Source: an optimization exercise on an open RTL-to-GDS flow (aim: small area). Production flows keep margins and buffers that such runs may drop. In this exercise RTL edits were held to simulation tests only and were not proved equivalent to the original. Power and IR drop assume default switching activity.

lane 1:
==> flow/design.v (excerpt) <==
module iiitb_apb (
  input         clk,
  input         reset,
  input  [7:0]  addr,
  input         data_valid,
  input  [31:0] data,
  input         data_dir,
  input  [31:0] wait_cycle,
  output [31:0] read_out_data,
  output        transaction_done,
  output        tranerr,
  output        slverr
);
Size: roughly 2000 cells after synthesis, ~110 I/O pins, roughly 29000 sq um of cells after synthesis.
clock: 10.0 ns
lec_check: 0
cap_margin: 20
core_margin: 2
core_utilization: 60
slew_margin: 20
standard.sh (not shown) runs the stock make flow with config.mk's settings and CLKGATE_MAP_FILE= SYNTH_SCRIPT=/design/flow/synth_recipe.tcl, a recipe that flattens the netlist after the stock synthesis.
==> flow/flow/run.sh <==
#!/bin/bash
# Layout: the standard ORFS flow (standard.sh), with two changes:
#  - port buffers are the smallest buffer cell (buffer_ports -buffer_cell),
#  - clock tree synthesis without dummy loads and with its own buffer list
#    and sink clustering (CTS_ARGS, read by ORFS's cts.tcl).
# Each tool's output goes to a log file in the work folder.
set -euo pipefail
here=$(cd "$(dirname "$0")" && pwd)
export BUFFER_PORTS_ARGS="$(cat "$here/buffer_ports.args")"
export CTS_ARGS="$(cat "$here/cts.args")"
bash standard.sh finish > flow_standard.log 2>&1
==> flow/flow/buffer_ports.args <==
-buffer_cell sky130_fd_sc_hd__buf_1
==> flow/flow/cts.args <==
-sink_clustering_enable -repair_clock_nets -dont_use_dummy_load -buf_list {sky130_fd_sc_hd__clkbuf_8} -sink_clustering_size 16 -sink_clustering_max_diameter 50
Lane 1 ended with every stage complete and zero timing, DRC or antenna violations.
Here is what was changed in the inputs of lane 2 compared with lane 1.
- CTS_CLUSTER_SIZE now 30, previously not set
- CTS_BUF_LIST now sky130_fd_sc_hd__clkbuf_8, previously not set
==> flow/run.sh (new file) <==
#!/bin/bash
# synth_recipe.tcl (not shown) runs the flow's synth.tcl, then flattens the netlist and writes it again
# the make line also repeats each setting of config.mk as NAME=value (left out here)
make -C /OpenROAD-flow-scripts/flow DESIGN_CONFIG=/design/flow/config.mk WORK_HOME=/design/flow/orfs CLKGATE_MAP_FILE= SYNTH_SCRIPT=/design/flow/synth_recipe.tcl finish
removed: flow/flow/run.sh
removed: flow/flow/buffer_ports.args
removed: flow/flow/cts.args
removed: flow/standard.sh
[summary]
- Sort lane 2 and lane 1 by peak per-stage delay on the critical path, descending, and lane 2 comes first.
- Lane 2 ends up with a final instance area that is 2800 sq um higher than in lane 1.
- Area growth from synthesis to final layout for lane 2: 9.5 points up relative to lane 1
- Summary of lane 2 over lane 1: clock network area share +5.8 points, number of non-clock buffers climbed 1.4%, combined global-route utilization of all metal layers climbed 0.78 points.
- Looking at worst-case setup margin in the final layout across both flows, lane 2 is the weaker of the two, with lane 1 ahead.
- Slew at the pin with the worst max-slew slack: lane 2 vs lane 1 down 36 ps
- The count of clock-buffer cells in the layout reported for lane 2 is greater than that of lane 1 by 170%.
- Compared with lane 1, lane 2 shows number of filler instances in the final layout that has gone down by a few percent.
Setup changes, lane 2 to lane 3
- a deleted CTS_CLUSTER_SIZE that had been 30
- a change of CORE_UTILIZATION from 60 to 40
- a deleted CTS_BUF_LIST that had been sky130_fd_sc_hd__clkbuf_8
## What came out
Lane 3 closes out successfully: all stages finished, all timing, DRC and antenna checks passed.
Going from lane 2 to lane 3, the global-route track usage on met1 was found to have gone down by 12 points.
In lane 3, the power came out 8.9% above the value in lane 2.
Taking lane 2 as the reference, in lane 3 share of total power in the clock network rose by 4.6 points, sequential share of layout area fell by 1.7 points, global-route track usage on met3 fell by 2.5 points.
Buffers plus inverters on the worst setup path, lane 3 and lane 2: higher on lane 2
#### Input delta (lane 4 over lane 3)
- CORE_UTILIZATION changed from 40 to 60
==> flow/flow/run.sh (new file) <==
#!/bin/bash
# Layout: the standard ORFS flow (standard.sh), with two changes:
#  - port buffers are the smallest buffer cell (buffer_ports -buffer_cell),
#  - clock tree synthesis without dummy loads and with its own buffer list
#    and sink clustering (CTS_ARGS, read by ORFS's cts.tcl).
# Each tool's output goes to a log file in the work folder.
set -euo pipefail
here=$(cd "$(dirname "$0")" && pwd)
export BUFFER_PORTS_ARGS="$(cat "$here/buffer_ports.args")"
export CTS_ARGS="$(cat "$here/cts.args")"
bash standard.sh finish > flow_standard.log 2>&1
==> flow/flow/buffer_ports.args (new file) <==
-buffer_cell sky130_fd_sc_hd__buf_1
==> flow/flow/cts.args (new file) <==
-sink_clustering_enable -repair_clock_nets -dont_use_dummy_load -buf_list {sky130_fd_sc_hd__clkbuf_4 sky130_fd_sc_hd__clkbuf_8} -sink_clustering_size 12 -sink_clustering_max_diameter 40
==> flow/standard.sh (new file) <==
#!/bin/bash
# synth_recipe.tcl (not shown) runs the flow's synth.tcl, then flattens the netlist and writes it again
# the make line also repeats each setting of config.mk as NAME=value (left out here)
make -C /OpenROAD-flow-scripts/flow DESIGN_CONFIG=/design/flow/config.mk WORK_HOME=/design/flow/orfs CLKGATE_MAP_FILE= SYNTH_SCRIPT=/design/flow/synth_recipe.tcl "${@:-finish}"
removed: flow/run.sh
==> run summary <==
Of lane 3 and lane 4, the higher y dimension of the die belongs to lane 3. [compare] base=lane 3 new=lane 4: post-CTS clock slew at the launch and capture registers of the worst setup and hold paths flat, total wirelength of the detailed-routed design down 3.6%. Relative to lane 3, final-layout worst hold slack has gone down in lane 4. Lane 4: no failed stages, no open violations at the end. As of lane 4, number of clock buffers in the layout had fallen by more than 10% compared to lane 3. Compared to lane 3, lane 4 has number of cells on the critical path 1 higher. [compare] base=lane 3 new=lane 4: total power now sits lower; final critical-path share of the clock period now sits lower. For the setup slack, lane 4 came in 630 ps higher than lane 3 did. Min global-route usage across lane 3 and lane 4: lane 3.
--- input diff lane 4..lane 5 ---
==> flow/flow/cts.args <==
-sink_clustering_enable -repair_clock_nets -dont_use_dummy_load -buf_list {sky130_fd_sc_hd__clkbuf_4 sky130_fd_sc_hd__clkbuf_8} -sink_clustering_size 20 -sink_clustering_max_diameter 60
--- outcome ---
Lane 5 went all the way through synthesis, placement and routing and the layout is clean on timing, DRC and antenna. Minimum hold slack on lane 5 is down relative to lane 4. Delta(multi-input gate share of total cell area, lane 5 - lane 4) > 0. Compared lane 5 against lane 4; number of vias per cell within noise. From lane 4 to lane 5 the numbers moved as follows: global-route wire length before repair dropped 1.5%; worst clock skew now smaller; post-route standard cell area excluding fillers went down. Lane 5 against lane 4: static leakage fell by about 3.2%; setup slack went up 51 ps. Summary of the comparison: cell-internal power is lower in lane 5, relative to lane 4.

[what the ideal ports hide]
The results above use ideal ports. As a check the final layouts listed here were re-extracted and re-timed, cells and wires unchanged.
Step 1: set_driving_cell puts a clkbuf_16 on clk and a buf_2 on each other input, an assumption about the parent block.
Step 2 moves the port delays by t, midway between the first and last clock arrival at a register: inputs arrive t later, outputs are due t later. That takes back most of the time a late clock gives input paths.
Three values: ideal, step 1, step 2; two values: the first two.
| run | shift t [ns] | setup WS [ns] | pins driven straight from the clock port |
|---|---|---|---|
| lane 1 | 0.720 | 3.838 / 3.815 / 3.815 | 1 |
| lane 2 | 0.827 | 2.940 / 2.914 / 2.914 | 1 |
| lane 3 | 0.707 | 3.171 / 3.145 / 3.145 | 1 |
| lane 4 | 0.740 | 3.806 / 3.783 / 3.783 | 1 |
| lane 5 | 0.736 | 3.857 / 3.835 / 3.835 | 1 |
After both steps setup and hold are still met in every run listed.
